Background: an optimization exercise with open tools, aiming at small area. Do not read the settings as production practice.
For this run, only the layout was checked, not whether the RTL still works.

[flow/constraint.sdc]
create_clock -name core_clock -period 10.0 [get_ports {clk}]
set_input_delay 2.0000 -clock core_clock [delete_from_list [all_inputs] [get_ports {clk}]]
set_output_delay 2.0000 -clock core_clock [all_outputs]
set_load 0.01 [all_outputs]
[flow/design.v]
`timescale 1ns / 1ps
module SR_chain #(parameter PH = 0) (
    input  wire       clk,
    input  wire       clr,
    input  wire [9:0] code,
    output wire       inc
);
    function automatic reachable(input integer v);
        begin
            if (PH == 0) reachable = 1'b1;
            else reachable = (v <= 721) || v == 725 || v == 739 || v == 1004 ||
                             v == 1018 || v == 1022 || v == 1023;
        end
    endfunction
    wire [31:0] row = 32'd1 << code[9:5];
    wire [31:0] col = 32'd1 << code[4:0];
    wire [1023:0] t;
    genvar r, c;
    generate for (r = 0; r < 32; r = r + 1) begin : rw
        for (c = 0; c < 32; c = c + 1) begin : cl
            if (reachable(r*32+c)) begin : e
                reg s1, s2;
                wire hit = row[r] & col[c];
                always @(posedge clk) begin
                    s1 <= hit | (s1 & ~clr);
                    s2 <= (s2 | (hit & s1)) & ~clr;
                end
                assign t[r*32+c] = hit & s1 & ~s2;
            end else begin : n
                assign t[r*32+c] = 1'b0;
            end
        end
    end endgenerate
    assign inc = |t;
endmodule
`timescale 1ns / 1ps
module SR_chain_control (
    input  wire       clk,
    input  wire       reset,
    input  wire       start,
    output reg  [7:0] q,
    output reg        run,
    output reg        frame_end,
    output reg        done
);
    wire last = (q == 8'd249);
    always @(posedge clk) begin
        if (reset) begin
            q <= 8'd235;
            run <= 1'b0;
            frame_end <= 1'b0;
            done <= 1'b0;
        end else begin
            if (run | start) begin
                q <= last ? 8'd0 : q + 8'd1;
                if (last) run <= 1'b1;
            end
            frame_end <= run & last;
            done <= run & (q >= 8'd22) & (q <= 8'd29);
        end
    end
endmodule
`timescale 1ns / 1ps
module cordic_rtop (
    input  wire        i_clk,
    input  wire [13:0] i_xval,
    input  wire [13:0] i_yval,
    output wire [9:0]  o_mag,
    output wire [9:0]  o_phase
);
    localparam NST = 12;
    wire signed [14:0] e_x = {i_xval[13], i_xval};
    wire signed [14:0] e_y = {i_yval[13], i_yval};
    reg signed [14:0] xv [0:NST];
    reg signed [14:0] yv [0:NST-1];
    reg [NST+1:0] dq [0:NST];
    always @(posedge i_clk) begin
        case ({i_xval[13], i_yval[13]})
        2'b01: begin xv[0] <=  e_x - e_y; yv[0] <=  e_x + e_y; end
        2'b10: begin xv[0] <= -e_x + e_y; yv[0] <= -e_x - e_y; end
        2'b11: begin xv[0] <= -e_x - e_y; yv[0] <=  e_x - e_y; end
        default: begin xv[0] <= e_x + e_y; yv[0] <= -e_x + e_y; end
        endcase
        dq[0] <= {i_xval[13], i_yval[13], {NST{1'b0}}};
    end
    genvar i;
    generate for (i = 0; i < NST; i = i + 1) begin : it
        wire neg = yv[i][14];
        always @(posedge i_clk) begin
            xv[i+1] <= neg ? xv[i] - (yv[i] >>> (i+1)) : xv[i] + (yv[i] >>> (i+1));
            dq[i+1] <= dq[i] | ({{(NST+1){1'b0}}, neg} << (NST-1-i));
        end
        if (i < NST-1) begin : yy
            always @(posedge i_clk)
                yv[i+1] <= neg ? yv[i] + (xv[i] >>> (i+1)) : yv[i] - (xv[i] >>> (i+1));
        end
    end endgenerate
    wire signed [31:0] prod = xv[NST] * 32'sd39798;
    assign o_mag = prod[27:18];
    wire [NST+1:0] f = dq[NST];
    reg [18:0] ph0;
    always @* begin
        case (f[NST+1:NST])
        2'b01: ph0 = 19'd322560;
        2'b10: ph0 = 19'd138240;
        2'b11: ph0 = 19'd230400;
        default: ph0 = 19'd46080;
        endcase
    end
    wire [18:0] a0  = f[11] ? -19'd27203 : 19'd27203;
    wire [18:0] a1  = f[10] ? -19'd14373 : 19'd14373;
    wire [18:0] a2  = f[9]  ? -19'd7296  : 19'd7296;
    wire [18:0] a3  = f[8]  ? -19'd3662  : 19'd3662;
    wire [18:0] a4  = f[7]  ? -19'd1832  : 19'd1832;
    wire [18:0] a5  = f[6]  ? -19'd916   : 19'd916;
    wire [18:0] a6  = f[5]  ? -19'd458   : 19'd458;
    wire [18:0] a7  = f[4]  ? -19'd229   : 19'd229;
    wire [18:0] a8  = f[3]  ? -19'd115   : 19'd115;
    wire [18:0] a9  = f[2]  ? -19'd57    : 19'd57;
    wire [18:0] a10 = f[1]  ? -19'd29    : 19'd29;
    wire [18:0] a11 = f[0]  ? -19'd14    : 19'd14;
    wire [18:0] ph = ph0 + a0 + a1 + a2 + a3 + a4 + a5 + a6 + a7 + a8 + a9 + a10 + a11;
    assign o_phase = ph[18:9];
endmodule
`timescale 1ns / 1ps
module DBSCAN_ARG (
    input  wire       clk,
    input  wire       clr,
    input  wire       inc,
    input  wire       load,
    output reg  [6:0] count,
    output wire [9:0] out
);
    reg [6:0] run_cnt, prev, out_r;
    always @(posedge clk) begin
        if (clr) begin
            run_cnt <= 7'd0;
            count <= run_cnt;
            prev <= count;
        end else begin
            run_cnt <= run_cnt + {6'd0, inc};
        end
        if (load) out_r <= prev;
    end
    assign out = {3'b000, out_r};
endmodule
`timescale 1ns / 1ps
module mlp_24bit_scalable (
    input  wire        clk,
    input  wire        go,          
    input  wire [6:0]  c0,
    input  wire [6:0]  c1,
    output wire [3:0]  classification_result,
    output wire [23:0] regression_result
);
    localparam W0 = 12, W1 = 11, W2 = 15;    
    reg        hid;         
    reg        act;         
    reg        fin;         
    reg  [3:0] b;           
    reg  [3:0] k;           
    wire       hid_last = hid & (b == 4'd6);
    wire       out_last = act & (b == 4'd13);
    reg signed [W0-1:0] A0; reg [6:0] L0;
    reg signed [W1-1:0] A1; reg [6:0] L1;
    reg signed [W2-1:0] A2; reg [6:0] L2;
    reg [13:0] h0, h1, h2;
    reg        xfer;        
    reg  [3:0] kp;          
    reg        have;        
    wire cb0 = c0[b[2:0]];
    wire cb1 = c1[b[2:0]];
    reg signed [W0-1:0] v0; reg signed [W1-1:0] v1; reg signed [W2-1:0] v2;
    always @* begin
        case (k)
        4'd0:  begin v0 = 64;    v1 = -29;  v2 = 206;    end
        4'd1:  begin v0 = -1893; v1 = 521;  v2 = -319;   end
        4'd2:  begin v0 = -335;  v1 = 130;  v2 = -79;    end
        4'd3:  begin v0 = -139;  v1 = 108;  v2 = -86;    end
        4'd4:  begin v0 = -36;   v1 = 17;   v2 = -5394;  end
        4'd5:  begin v0 = 52;    v1 = 0;    v2 = -2772;  end
        4'd6:  begin v0 = 90;    v1 = 20;   v2 = 41;     end
        4'd7:  begin v0 = -98;   v1 = 102;  v2 = -51;    end
        4'd8:  begin v0 = -45;   v1 = -227; v2 = -45;    end
        4'd9:  begin v0 = -50;   v1 = -332; v2 = -7343;  end
        4'd10: begin v0 = 31;    v1 = -223; v2 = -2482;  end
        4'd11: begin v0 = -14;   v1 = -96;  v2 = -10187; end
        4'd12: begin v0 = 61;    v1 = -67;  v2 = -3965;  end
        4'd13: begin v0 = 112;   v1 = -111; v2 = -147;   end
        default: begin v0 = 156; v1 = -34;  v2 = -454;   end
        endcase
    end
    reg signed [W0-1:0] d0; reg signed [W1-1:0] d1; reg signed [W2-1:0] d2;
    always @* begin
        if (hid) begin
            d0 = (cb0 ? 50 : 0)  + (cb1 ? -22 : 0);
            d1 = (cb0 ? -10 : 0) + (cb1 ? 95 : 0);
            d2 = (cb0 ? -72 : 0) + (cb1 ? 98 : 0);
        end else begin
            d0 = h0[b] ? v0 : 0;
            d1 = h1[b] ? v1 : 0;
            d2 = h2[b] ? v2 : 0;
        end
    end
    wire first = act & (b == 4'd0);
    wire signed [W0:0] s0 = (first ? 0 : A0) + d0;
    wire signed [W1:0] s1 = (first ? 0 : A1) + d1;
    wire signed [W2:0] s2 = (first ? 0 : A2) + d2;
    wire signed [W0+6:0] f0 = {A0, L0};
    wire signed [W1+6:0] f1 = {A1, L1};
    wire signed [W2+6:0] f2 = {A2, L2};
    reg signed [15:0] obk;
    always @* begin
        case (kp)
        4'd0: obk = -1208;  4'd1: obk = 4468;   4'd2: obk = 2050;  4'd3: obk = 933;
        4'd4: obk = 1339;   4'd5: obk = -1361;  4'd6: obk = -4398; 4'd7: obk = -154;
        4'd8: obk = 2934;   4'd9: obk = 3753;   4'd10: obk = 1599; 4'd11: obk = 2213;
        4'd12: obk = -133;  4'd13: obk = -2255; default: obk = -6250;
        endcase
    end
    wire signed [22:0] ok = obk + f0 + f1 + f2;
    reg signed [15:0] maxv;
    reg [3:0] maxi;
    reg signed [15:0] reg0;
    always @(posedge clk) begin
        if (go) begin
            hid <= 1'b1; act <= 1'b0; b <= 4'd0; k <= 4'd0; have <= 1'b0; xfer <= 1'b0;
            A0 <= -1110; A1 <= -380; A2 <= 2010;
        end else begin
            xfer <= hid_last;
            have <= out_last;
            if (out_last) kp <= k;
            if (hid) begin
                b <= b + 4'd1;
                if (hid_last) hid <= 1'b0;
            end
            if (xfer) begin
                h0 <= f0[W0+6] ? 14'd0 : f0[13:0];
                h1 <= f1[W1+6] ? 14'd0 : f1[13:0];
                h2 <= f2[W2+6] ? 14'd0 : f2[13:0];
                act <= 1'b1; b <= 4'd0; k <= 4'd0;
            end
            if (act) begin
                b <= out_last ? 4'd0 : b + 4'd1;
                if (out_last) begin
                    k <= k + 4'd1;
                    if (k == 4'd14) act <= 1'b0;
                end
            end
            if (hid | act) begin
                A0 <= s0 >>> 1; L0 <= {s0[0], L0[6:1]};
                A1 <= s1 >>> 1; L1 <= {s1[0], L1[6:1]};
                A2 <= s2 >>> 1; L2 <= {s2[0], L2[6:1]};
            end
            if (have) begin
                if (kp == 4'd0) begin
                    maxv <= ok[15:0]; maxi <= 4'd0; reg0 <= ok[15:0];
                end else if (ok > $signed({{7{maxv[15]}}, maxv})) begin
                    maxv <= ok[15:0]; maxi <= kp;
                end
            end
        end
    end
    assign classification_result = maxi;
    assign regression_result = {{8{reg0[15]}}, reg0};
endmodule
`timescale 1ns / 1ps
module SR_full_top(input [13:0] ini,
                   input [13:0] inq,
                   input clk,
                   input reset,
                   input start,
                   output [9:0] out0,
                   output [9:0] out1,
                   output [3:0] classification_result,
                   output [23:0] regression_result,
                   output done,
                   output frame_end
    );
    wire [7:0] q;
    wire run;
    SR_chain_control ctl(.clk(clk), .reset(reset), .start(start), .q(q), .run(run),
                         .frame_end(frame_end), .done(done));
    wire [9:0] mag, arg;
    cordic_rtop cordic(.i_clk(clk), .i_xval(ini), .i_yval(inq), .o_mag(mag), .o_phase(arg));
    wire clr = (q == 8'd247);
    wire inc_abs, inc_arg;
    SR_chain #(.PH(0)) hist_abs(.clk(clk), .clr(clr), .code(mag), .inc(inc_abs));
    SR_chain #(.PH(1)) hist_arg(.clk(clk), .clr(clr), .code(arg), .inc(inc_arg));
    wire [6:0] c_arg, c_abs;
    DBSCAN_ARG cnt_arg(.clk(clk), .clr(clr), .inc(inc_arg), .load(q == 8'd1), .count(c_arg), .out(out0));
    DBSCAN_ARG cnt_abs(.clk(clk), .clr(clr), .inc(inc_abs), .load(q == 8'd1), .count(c_abs), .out(out1));
    mlp_24bit_scalable mlp(.clk(clk), .go(run & (q == 8'd31)), .c0(c_arg), .c1(c_abs),
                           .classification_result(classification_result),
                           .regression_result(regression_result));
endmodule
[flow/config.mk]
export PLATFORM = sky130hd
export DESIGN_NAME = SR_full_top
export DESIGN_NICKNAME = SR_full_top
export VERILOG_FILES = /design/flow/design.v
export SDC_FILE = /design/flow/constraint.sdc
export NUM_CORES = 8
export LEC_CHECK = 0
export CAP_MARGIN = 20
export CORE_MARGIN = 2
export CORE_UTILIZATION = 40
export PLACE_DENSITY = 0.5
export SLEW_MARGIN = 20
[flow/run.sh]
#!/bin/bash
# synth_recipe.tcl (not shown) runs the flow's synth.tcl, then flattens the netlist and writes it again
# the make line also repeats each setting of config.mk as NAME=value (left out here)
make -C /OpenROAD-flow-scripts/flow DESIGN_CONFIG=/design/flow/config.mk WORK_HOME=/design/flow/orfs CLKGATE_MAP_FILE= SYNTH_SCRIPT=/design/flow/synth_recipe.tcl finish
==> results by group <==
Outcome
  – Status: finished clean

Logic synthesis
  – Part of the Yosys area used for sequential elements: 0.486
  – Top-count cell post-synth: dfxtp_1
  – Syn Area/Cell: 9.33 um2
  – Async SR Flop Fraction: 0
  – Post-synthesis cell type count: around 100
  – Mux share of post-synthesis cell area: 0.00563
  – Synth warn: 9
  – Mapped Cells: around 19k
  – Seq cells post-synth: 4241
  – Post-synth top area share: 0.462
  – Number of synthesized flops with an enable pin: ~150
  – Post-Syn Area: 178000 um2
  – Top cells by area, synth: dfxtp_1 46%, a22o_1 7.0%, ha_1 4.8%, a21oi_1 4.3%, inv_1 3.8%
  – Simple logic cell fraction of the synthesized area: 0.130
  – Post-Synth XOR/XNOR Area: 0.0269
  – Cell taking the most area after synthesis: dfxtp_1
  – Synth Area in Compound Gates: 0.208
  – Adder-cell share of the synthesized area: 0.0759
  – Post-synth top cells: 4096 x dfxtp_1, 1791 x inv_1, 1533 x a21oi_1
  – Top_reg_cell synth: dfxtp_1
  – Largest family of logic cells by synthesized area: compound AO/OA/AOI/OAI gates

Routing
  – ANT nets after route: 0
  – Detailed Route Iter0 Violations: approximately 11k
  – DR vias/cell: about 5.5
  – Via count: roughly 140k
  – Final WL: ~600 mm
  – DRC: 0
  – WL/cell: roughly 23 um
  – Drt pass-1 iters: 6

Worst setup path
  – R2R depth: 37
  – CP most frequent cell: inv_1
  – R2R Setup Slk: ~390 ps
  – Worst setup EP type: flip-flop
  – Worst EP required: ~11000 ps
  – Crit-path slowest cell: fa_1
  – CP Data Arrival Time: 10440 ps
  – Maximum net fanout on the critical path: 13
  – Worst Setup Path Type: flip-flop to flip-flop
  – Reg-to-Reg End: cnt_abs.run_cnt[6]
  – R2R Path Start: cordic.xv[12][2]
  – CP peak stage delay: roughly 530 ps
  – CP Launch Type: flip-flop

Hold path
  – Hold depth: 0
  – HP Start: cordic.dq[6][6]
  – Worst hold path type: flip-flop to flip-flop
  – Hold EP: cordic.dq[7][6]

Layout
  – Final core occ: 0.466
  – Nets: between 20k and 25k
  – Area delta synth->final: 16.0%
  – Layout cells sized above 1: 0.0987
  – Layout Cell Area excl Fill: 206000 um2

STA
  – Relative slew slack: 0.205
  – Fin. Hold Viols: 0
  – Final setup viols: 0
  – Slew @ Worst Pin: between 1000 and 1500 ps
  – Final max-slew violation count: 0
  – Clock Skews: about 84 ps
  – Highest clock rate: around 0.10 GHz
  – Min Tclk post-route: approximately 9600 ps
  – Fin crit share: 0.961

GRT
  – First-pass GRT wire length: approximately 880 mm
  – Gr usage total: 0.254
  – Antenna violations before repair: 26
  – Via count of the first global-routing pass: 132k
  – Largest net degree at the start of global routing: ~180
  – Grt ovf: 0

Clock tree
  – CTS sink cnt: about 4.2k
  – TritonCTS clock tree: built
  – Root buffer cell: clkbuf_16
  – CTS Buf Count: around 460
  – CTS H-tree lvls: 5
  – CTS Hold Bufs: 0
  – Clock latency (worst-skew pair): 1020 ps
  – CTS clock-pin slew for the worst setup and hold paths: about 60 ps
  – Worst-case clock buffer depth: 4

Floorplan
  – Initial Utilization: 0.402
  – Cell row count: about 240
  – Core area: 442000 um2
  – IO Count: just over 80
  – Die X-Extent: 670 um
  – Full die area: 449000 um2
  – Die height: 670 um

Flow run
  – Max_cap viols: 0

Place
  – RePlAce Congestion: 0.855
  – HPWL Detailed: slightly above 400 mm
  – IO Port Bufs: between 70 and 80
  – Area after DPL: between 150000 and 200000 um2
[worst max-delay path by stage]
stage | startpoint | to | slack [ps] | depth (start not counted)
after CTS | cordic.dq[12][2] | cnt_arg.run_cnt[6] | 9 | 37
after global routing | cordic.xv[12][3] | cnt_abs.run_cnt[6] | -9 | 37
final | cordic.xv[12][2] | cnt_abs.run_cnt[6] | 390 | 37
after global placement | cordic.xv[12][4] | cnt_abs.run_cnt[6] | -240 | 37
after detailed placement | cordic.xv[12][3] | cnt_abs.run_cnt[6] | -80 | 39
after floorplan | cordic.dq[12][1] | cnt_arg.run_cnt[6] | 1630 | 31
[cell families (layout without fill, tap and decap cells)]
group	Yosys count	after routing
XOR/XNOR	544	544
other	1	14
AND/OR/NAND/NOR	4538	4539
multiplexers	81	81
adder cells (fa/ha/maj)	931	931
buffers and inverters	3148	3634
AO/OA/AOI/OAI	5537	5537
flip-flops	4241	4241
[through the flow]
stage               hold slack (ps)  worst slack, ps  std cells  setup TNS [ps]
floorplan                       310             1630      19026               0
global placement                310             -239      24546            -584
detailed placement              312            -79.9      24547            -101
CTS                             290             8.95      25393               0
global route                    312            -9.42      25418           -9.42
finish                          295              395      25425               0
[flip-flops by register name, indices dropped and copies added, names as in the netlist, 15 cells and up]
register and count:
cordic.xv 194, mlp.v2 15, mlp.reg0 16, hist_abs.rw.cl.e.s1 1024, hist_abs.rw.cl.e.s2 1024, mlp.A2 15, hist_arg.rw.cl.e.s1 728, cordic.yv 168
mlp.maxv 16, hist_arg.rw.cl.e.s2 728, cordic.dq 104
[layout make-up]
type	instances	area, um2
Multi-Input combinational cell	11638	80400
Tap cell	5904	7390
Inverter	1794	6750
Sequential cell	4241	86400
Fill cell	42034	236000
Clock inverter	181	2190
Clock buffer	665	13300
Timing Repair Buffer	994	9470
Antenna cell	8	20.0
[metal layers]
| metal | vias to the layer above | part of all wire | GRT usage |
|---|---|---|---|
| met5 | - | 0.000088 | 0 |
| met2 | 3757 | 0.45 | 0.406 |
| li1 | 67471 | - | - |
| met3 | 765 | 0.054 | 0.0269 |
| met1 | 68371 | 0.47 | 0.365 |
| met4 | 8 | 0.026 | 0.0631 |
[critical path: cells and delay by family, from the launching register on]
| kind | cells | cell delay [ps] |
|---|---|---|
| AOI/OAI and AO/OA | 4 | 1020 |
| xor gates and xnor gates | 1 | 150 |
| adders and majority gates | 9 | 3600 |
| buffers and inverters | 10 | 1120 |
| DFF | 1 | 390 |
| muxes | 1 | 280 |
| and+or+nand+nor | 12 | 2840 |
[layout by cell type, fill, tap and decap left out, types with 413 or more instances in the layout]
| master | Yosys | layout |
|---|---|---|
| o21ai_0 | 638 | 630 |
| nand2_1 | 708 | 708 |
| clkbuf_16 | 0 | 462 |
| nand3_1 | 1102 | 1098 |
| a21oi_1 | 1533 | 1529 |
| nor2_1 | 1280 | 1245 |
| o22ai_1 | 413 | 413 |
| buf_4 | 15 | 773 |
| inv_1 | 1791 | 1790 |
| a22o_1 | 1411 | 1411 |
| a31oi_1 | 763 | 762 |
| ha_1 | 687 | 686 |
| dfxtp_1 | 4096 | 4096 |
[what timing repair did]
action                                  4_1_cts  5_1_grt
cloned                                        0        1
pin swaps                                     1       13
setup buffers                                 0       23
endpoints found under the setup margin        3       12
hold endpoints to repair                      0        0
gates resized for setup                       6       70

==> separate check: timing with driven ports <==
No port has a modelled driver above. Below, the same layout with a new extraction and two added sets of constraints. Step 1 sets driving cells, clkbuf_16 on the clock port and buf_2 on the other inputs (assumed; they add their load-dependent delay and slew). Step 2 adds t to the input delays and takes it off the output delays; t is the mean of the earliest and latest rising clock arrival at the registers after step 1. Input paths then give back, and output paths get back, about the clock's delay inside the block. Slacks: ideal ports / drivers / drivers and shift; pairs: ideal ports / drivers.
shift t [ns]: 1.086
slack for setup (ns): 0.395 / 0.395 / 0.395
latest minus earliest clock arrival (ns): 0.084 / 0.084
worst data-port slew with drivers (ns): 0.06
After both steps setup and hold are still met in this run. For this run, drivers alone change the setup slack by 0.000 ns; drivers and shift together by 0.000 ns.
